From an optimization exercise on the open Yosys and OpenROAD flow, aimed at small area; shortcuts taken in it are not production practice.
Only simulation tests tie the RTL to the original design; equivalence was not proved.
Power is estimated from default activity; no workload was simulated.

==> design.v <==
`timescale 1ns / 1ps
module clkdiv(
    input wire clk,
    input wire clr,
    output wire ce25
    );
	reg t;
	always @(posedge clk or posedge clr)
		if (clr)
			t <= 1'b0;
		else
			t <= ~t;
	assign ce25 = ~t;
endmodule
`timescale 1ns / 1ps
module key_ctrl(
    input wire clk,
    input wire ce25,
    input wire clr,
    input wire kbClk,
    input wire kbData,
    output reg [2:0] k1,
    output reg k2f0
    );
	reg [3:0] cfl, dfl;
	reg cF, dF;
	always @(posedge clk or posedge clr)
		if (clr) begin
			cfl <= 4'b0001;
			dfl <= 4'b0001;
			cF <= 1'b1;
			dF <= 1'b1;
		end else if (ce25) begin
			cfl <= {kbClk, cfl[3:1]};
			dfl <= {kbData, dfl[3:1]};
			if (cfl == 4'b1111) cF <= 1'b1;
			else if (cfl == 4'b0000) cF <= 1'b0;
			if (dfl == 4'b1111) dF <= 1'b1;
			else if (dfl == 4'b0000) dF <= 1'b0;
		end
	reg [1:0] fr;
	reg hi;
	reg [3:0] bc;
	reg [7:0] sh;
	always @(posedge clk)
		if (ce25 && fr != 2'd0 && !hi && !cF && bc <= 4'd8)
			sh <= {dF, sh[7:1]};
	reg [2:0] cls;
	always @(*)
		case (sh)
			8'h1D: cls = 3'd1;
			8'h1C: cls = 3'd2;
			8'h1B: cls = 3'd3;
			8'h23: cls = 3'd4;
			8'hE0: cls = 3'd5;
			default: cls = 3'd0;
		endcase
	always @(posedge clk or posedge clr)
		if (clr) begin
			fr <= 2'd0;
			hi <= 1'b0;
			bc <= 4'd0;
			k1 <= 3'd0;
			k2f0 <= 1'b0;
		end else if (ce25) begin
			if (fr == 2'd0) begin
				if (!dF) fr <= 2'd1;
			end else if (hi) begin
				if (cF) begin
					hi <= 1'b0;
					bc <= bc + 4'd1;
				end
			end else if (bc < 4'd11) begin
				if (!cF) hi <= 1'b1;
			end else if (bc == 4'd11) begin
				bc <= 4'd12;
			end else if (bc == 4'd12) begin
				if (fr == 2'd2) begin
					k2f0 <= (sh == 8'hF0);
					bc <= 4'd13;
				end else begin
					if (fr == 2'd1) k1 <= cls;
					fr <= (fr == 2'd1) ? 2'd2 : 2'd1;
					bc <= 4'd0;
				end
			end else begin
				bc <= 4'd0;
				if (k2f0) fr <= 2'd3;
				else if (k1 == 3'd5) fr <= 2'd1;
				else fr <= 2'd2;
			end
		end
endmodule
`timescale 1ns / 1ps
module sev_seg(
    input clock,
    input reset,
    input [3:0] digit3,
    input [3:0] digit2,
    input [3:0] digit1,
    input [3:0] digit0,
    input blank,             
    output [7:0] s,
    output dp,
    output [3:0] an
    );
	reg [15:0] lf;
	reg [1:0] q;
	wire z = ~|lf[14:0];
	wire fb = lf[15] ^ lf[13] ^ lf[12] ^ lf[10] ^ z;
	wire wrap = lf[15] & z;
	always @(posedge clock or posedge reset)
		if (reset) begin
			lf <= 16'd0;
			q <= 2'd0;
		end else begin
			lf <= {lf[14:0], fb};
			if (wrap) q <= q + 2'd1;
		end
	reg [3:0] dg;
	always @(*)
		case (q)
			2'd0: dg = digit0;
			2'd1: dg = digit1;
			2'd2: dg = digit2;
			default: dg = digit3;
		endcase
	wire [3:0] v = blank ? 4'd0 : dg;
	reg [6:0] temp;
	always @(*)
		case (v)
			4'd0 : temp = 7'b1000000;
			4'd1 : temp = 7'b1111001;
			4'd2 : temp = 7'b0100100;
			4'd3 : temp = 7'b0110000;
			4'd4 : temp = 7'b0011001;
			4'd5 : temp = 7'b0010010;
			4'd6 : temp = 7'b0000010;
			4'd7 : temp = 7'b1111000;
			4'd8 : temp = 7'b0000000;
			4'd9 : temp = 7'b0010000;
			default : temp = 7'b0111111;
		endcase
	assign s = {1'b0, temp};
	assign an = ~(4'b0001 << q);
	assign dp = ~(q == 2'd3);
endmodule
`timescale 1ns / 1ps
module top_control(
    input kbClk,
    input kbData,
    input clk,
    input clr,
    output [7:0] seg,
    output [3:0] anode,
    output dec
    );
wire keyCe;
wire [2:0] k1;
wire k2f0;
clkdiv U1 (.clk(clk), .clr(clr), .ce25(keyCe));
key_ctrl U2 (.clk(clk), .ce25(keyCe), .clr(clr), .kbClk(kbClk), .kbData(kbData),
		.k1(k1), .k2f0(k2f0));
	wire kW = (k1 == 3'd1);		 
	wire kA = (k1 == 3'd2);		 
	wire kS = (k1 == 3'd3);		 
	wire kD = (k1 == 3'd4) & k2f0;	 
	localparam [2:0] IDLE = 3'd0, INC = 3'd1, TSTART = 3'd2, RUN = 3'd3, STOP = 3'd4;
	reg [2:0] st, stn;
	always @(*)
		case (st)
			IDLE:    stn = kD ? INC : (kA ? TSTART : IDLE);
			INC:     stn = STOP;
			TSTART:  stn = RUN;
			RUN:     stn = kS ? STOP : RUN;
			default: stn = kA ? RUN : STOP;
		endcase
	always @(posedge clk or posedge clr)
		if (clr)
			st <= IDLE;
		else if (kW)
			st <= IDLE;
		else
			st <= stn;
	wire blank = (st == IDLE) & ~kD;
	wire run = (st == TSTART) | ((st == RUN) & ~kS) | ((st == STOP) & kA);
	localparam [16:0] TEND = 17'd43223;
	reg [16:0] tk;
	wire click = (tk == TEND);
	always @(posedge clk or posedge clr)
		if (clr)
			tk <= 17'd0;
		else if (kW | click)
			tk <= 17'd0;
		else if (run)
			tk <= {tk[15:0], ~(tk[16] ^ tk[13])};
	reg [3:0] c0, c1, c2, c3;
	wire n0 = (c0 == 4'd9);
	wire n1 = (c1 == 4'd9);
	wire n2 = (c2 == 4'd9);
	wire n3 = (c3 == 4'd9);
	always @(posedge clk or posedge clr)
		if (clr) begin
			c0 <= 4'd0; c1 <= 4'd0; c2 <= 4'd0; c3 <= 4'd0;
		end else if (kW) begin
			c0 <= 4'd0; c1 <= 4'd0; c2 <= 4'd0; c3 <= 4'd0;
		end else if (kD | click) begin
			c0 <= n0 ? 4'd0 : c0 + 4'd1;
			if (n0) begin
				c1 <= n1 ? 4'd0 : c1 + 4'd1;
				if (n1) begin
					c2 <= n2 ? 4'd0 : c2 + 4'd1;
					if (n2)
						c3 <= n3 ? 4'd0 : c3 + 4'd1;
				end
			end
		end
sev_seg U3 (.clock(clk), .reset(clr), .digit0(c0), .digit1(c1), .digit2(c2), .digit3(c3),
		.blank(blank), .s(seg), .dp(dec), .an(anode));
endmodule
==> run.sh <==
#!/bin/bash
# synth_recipe.tcl (not shown) runs the flow's synth.tcl, then flattens the netlist and writes it again
# the make line also repeats each setting of config.mk as NAME=value (left out here)
make -C /OpenROAD-flow-scripts/flow DESIGN_CONFIG=/design/flow/config.mk WORK_HOME=/design/flow/orfs CLKGATE_MAP_FILE= SYNTH_SCRIPT=/design/flow/synth_recipe.tcl finish
==> config.mk <==
export PLATFORM = sky130hd
export DESIGN_NAME = top_control
export DESIGN_NICKNAME = top_control
export VERILOG_FILES = /design/flow/design.v
export SDC_FILE = /design/flow/constraint.sdc
export NUM_CORES = 4
export LEC_CHECK = 0
export CAP_MARGIN = 20
export CORE_MARGIN = 2
export CORE_UTILIZATION = 40
export SLEW_MARGIN = 20
==> constraint.sdc <==
create_clock -name core_clock -period 10.0 [get_ports {clk}]
set_input_delay 2.0000 -clock core_clock [delete_from_list [all_inputs] [get_ports {clk}]]
set_output_delay 2.0000 -clock core_clock [all_outputs]
set_load 0.01 [all_outputs]
==> flow_metrics.env <==
export IMPL_cp_required_ns=8.00
export IMPL_post_route_period_util_pct=50.0
export IMPL_ir_worst_vdd_mv=0.125
export IMPL_die_area_um2=11600
export IMPL_antenna_found_initial=0
export IMPL_fmax_mhz=200
export IMPL_synth_area_leaders="dfrtp_1 42%, ha_1 5.8%, mux2i_1 5.8%"
export IMPL_routedLengthMet1_um=3920
export IMPL_cp_slowest_cell="clkdlybuf4s50_1"
export IMPL_synth_edf_count=8
export IMPL_wl_met2_um=3460
export IMPL_slew_headroom_pct=38.7
export IMPL_syn_to_final_growth_pct=11.4
export IMPL_synthDominantCellAreaShare_pct=42.0
export IMPL_drc=0
export IMPL_cp_endpoint="seg[4]"
export IMPL_dr_first_iter_drc_count=106
export IMPL_cp_num_buf_inv=1
export IMPL_synth_most_common_cell="dfrtp_1"
export IMPL_synth_seq_cells=84
export IMPL_stdcell_area_um2=4770
export IMPL_syn_area_um2=4290
export IMPL_synth_seq_area_share_pct=50.1
export IMPL_avgViaCountPerCell=5.31
export IMPL_rows=37
export IMPL_routed_wl_um=7660
export IMPL_pwr_density_cell_nw_per_um2=137
export IMPL_cts_buffers=9
export IMPL_postCtsSetupRepairBufs=0
export IMPL_status="no timing/DRC/antenna violations"
export IMPL_hold_buffers=0
export IMPL_root_buffer="clkbuf_8"
export IMPL_finalSetupTns_ns=0
export IMPL_antenna_diode_count=0
export IMPL_start_util_pct=41.3
export IMPL_p_leak_nw=2.03
export IMPL_criticalPathCategory="flip-flop to output pin"
export IMPL_utilization_pct=46.0
export IMPL_grt_pass1_wl_um=13300
export IMPL_via_count=2995
export IMPL_fillers=983
export IMPL_gp_congestion=0.798
export IMPL_die_y_um=108
export IMPL_slowest_delay_ns=0.56
export IMPL_die_x_um=108
export IMPL_wire_per_inst_um=13.6
export IMPL_r2r_setup_slack_ns=7.61
export IMPL_place_area_um2=4550
export IMPL_cp_depth=7
export IMPL_ys_flop_type="dfrtp_1"
export IMPL_finClkSkew_ns=0.0125
export IMPL_maxCapViolations=0
export IMPL_arrival_ns=3.00
export IMPL_rsz0062_at_grt="no"
export IMPL_endpoint_kind="output pin"
export IMPL_syn_nets=432
export IMPL_path_max_fanout=9
export IMPL_crit_chain="and4bb_1, or4_1, nor2b_1, ha_1, or2_1, a32oi_1, clkdlybuf4s50_1"
export IMPL_hold_class="flip-flop to flip-flop"
export IMPL_worstReg2RegEnd="c3[3]"
export IMPL_nets=447
export IMPL_path_delay_family="simple AND/OR/NAND/NOR gates"
export IMPL_rr_worst_depth=6
export IMPL_path_clk_slew_ns=0.09
export IMPL_route_met3_wl_um=208
export IMPL_post_dp_hpwl_um=5270
export IMPL_finalMaxSlewViolations=0
export IMPL_holdPathStages=0
export IMPL_topRoutingLayerUsed="met4"
export IMPL_worstSkewPairLatency_ns=0.36
export IMPL_postRouteAntennaNets=0
export IMPL_fin_crit_ns=5.00
export IMPL_seq_area_um2=2150
export IMPL_clockBufferDepth=2
export IMPL_track_usage_pct=14.4
export IMPL_synth_common_cells="72 x dfrtp_1, 35 x nand2_1, 34 x nor2_1"
export IMPL_synth_async_reset_ratio_pct=90.5
export IMPL_numPortBuffers=15
export IMPL_cts_sinks=84
export IMPL_avgSynthCellArea_um2=10.5
export IMPL_multi_input_area_um2=1980
export IMPL_cts_tree="done"
export IMPL_reg2reg_from="tk[8]"
export IMPL_cp_startpoint="U2.k1[1]"
export IMPL_drive_above_1_share_pct=10.5
export IMPL_fp_coreArea_um2=10400
export IMPL_grt_pass1_vias=2865
export IMPL_yosysWarnings=4
export IMPL_h_tree_depth=3
export IMPL_worst_slew_pin_slew_ns=0.920
export IMPL_overflow=0
export IMPL_synthCells=408
export IMPL_setup_viol=0
export IMPL_synth_cell_types=58
export IMPL_io_pins=17
export IMPL_drt_pass1_iterations=4
export IMPL_yosysTopAreaCell="dfrtp_1"
export IMPL_ctsResizeCount=0
export IMPL_hold_violations=0
export IMPL_grt_max_degree=77
export IMPL_crit_path_start_kind="flip-flop"
[power breakdown]
| group | internal [mW] | switching [mW] |
|---|---|---|
| logic | 0.0168 | 0.0215 |
| clock network | 0.125 | 0.128 |
| registers | 0.353 | 0.0122 |
[placed cells by master, fill, tap and decap left out, types with 9 or more instances in the layout]
| cell type | synthesis | layout |
|---|---|---|
| mux2_2 | 9 | 9 |
| inv_1 | 20 | 19 |
| o21ai_0 | 11 | 11 |
| ha_1 | 20 | 20 |
| nand2b_1 | 9 | 9 |
| nor2_1 | 34 | 34 |
| clkbuf_8 | 0 | 10 |
| mux2i_1 | 25 | 25 |
| dfrtp_1 | 72 | 72 |
| clkdlybuf4s50_1 | 0 | 15 |
| a21oi_1 | 15 | 15 |
| nand3_1 | 11 | 11 |
| o21ai_1 | 24 | 23 |
| nand2_1 | 35 | 35 |
[logic make-up after synthesis]
logic type	after synthesis	share of synthesized area [%]
XOR/XNOR	4	0.818
flip-flops	84	50.1
other	1	0.0875
multiplexers	36	8.73
AND/OR/NAND/NOR	142	18.0
AO/OA/AOI/OAI	84	12.7
buffers and inverters	37	3.71
adder cells (fa/ha/maj)	20	5.84
[layout make-up]
| cell class | count | share of cell area [%] |
|---|---|---|
| sequential | 84 | 45.0 |
| multi-input combinational | 287 | 41.5 |
| timing repair buffer | 18 | 3.70 |
| tap | 136 | 3.56 |
| clock buffer | 10 | 2.88 |
| inverter | 23 | 1.81 |
| clock inverter | 6 | 1.52 |
[sequential cells by signal, summed over array words and instances, names as in the netlist, 2 cells and up]
| name | flops |
|---|---|
| c3 | 4 |
| U3.q | 2 |
| c1 | 4 |
| tk | 17 |
| U2.k1 | 3 |
| U2.dfl | 4 |
| U2.bc | 4 |
| c0 | 4 |
| U2.fr | 2 |
| st | 3 |
| U3.lf | 16 |
| c2 | 4 |
| U2.cfl | 4 |
| U2.sh | 8 |
[worst min-delay path by stage]
stage / endpoint / startpoint / slack, ns
final: U3.lf[9] / U3.lf[8] / 0.38
after global routing: U3.lf[1] / U3.lf[0] / 0.40
after CTS: U3.lf[9] / U3.lf[8] / 0.39
after detailed placement: U3.lf[3] / U3.lf[2] / 0.36
after global placement: U3.lf[7] / U3.lf[6] / 0.36
after floorplan: U3.lf[2] / U3.lf[1] / 0.35
[layer usage]
layer,GRT usage [%],vias to the layer above
li1,-,1493
met1,20.3,1459
met2,21.7,36
met3,3.87,7
met4,4.40,0
met5,0,-
[worst register-to-register path, delay by kind of cell (launching register included)]
kind	cells	cell delay, ns
AOI/OAI and AO/OA	2	0.34
buffers and inverters	1	0.22
DFF	1	0.40
and+or+nand+nor	3	1.34
[metrics by stage]
| stage | std cells | worst slack, ns | total power, mW | hold WS (ns) |
|---|---|---|---|---|
| 6_report | 564 | 5.00 | 0.656 | 0.385 |
| 5_1_grt | 564 | 4.74 | 0.689 | 0.402 |
| 4_1_cts | 563 | 4.98 | 0.666 | 0.389 |
| 3_5_place_dp | 547 | 5.37 | 0.411 | 0.362 |
| 3_3_place_gp | 547 | 5.41 | 0.409 | 0.363 |
| 2_1_floorplan | 408 | 5.92 | 0.401 | 0.354 |

==> port drivers added, routing unchanged <==
Ports are ideal in the flow. The routed layout listed here was re-timed in OpenROAD. Step 1, drivers: a clkbuf_16 drives clk and a buf_2 each remaining input, both assumed. Step 2 moves the port delays by t, midway between the first and last clock arrival at a register: inputs arrive t later, outputs are due t later. That takes back most of the time a late clock gives input paths. a / b / c = no drivers / after step 1 / after step 2; a / b = the first two.
t (ns): 0.382
setup slack, ns: 5.000 / 4.970 / 5.351
cell pins on the clock port's net: 1
After both steps this run still meets setup and hold. The setup slack of this run moves by -0.030 ns with the drivers and by +0.351 ns with both steps.
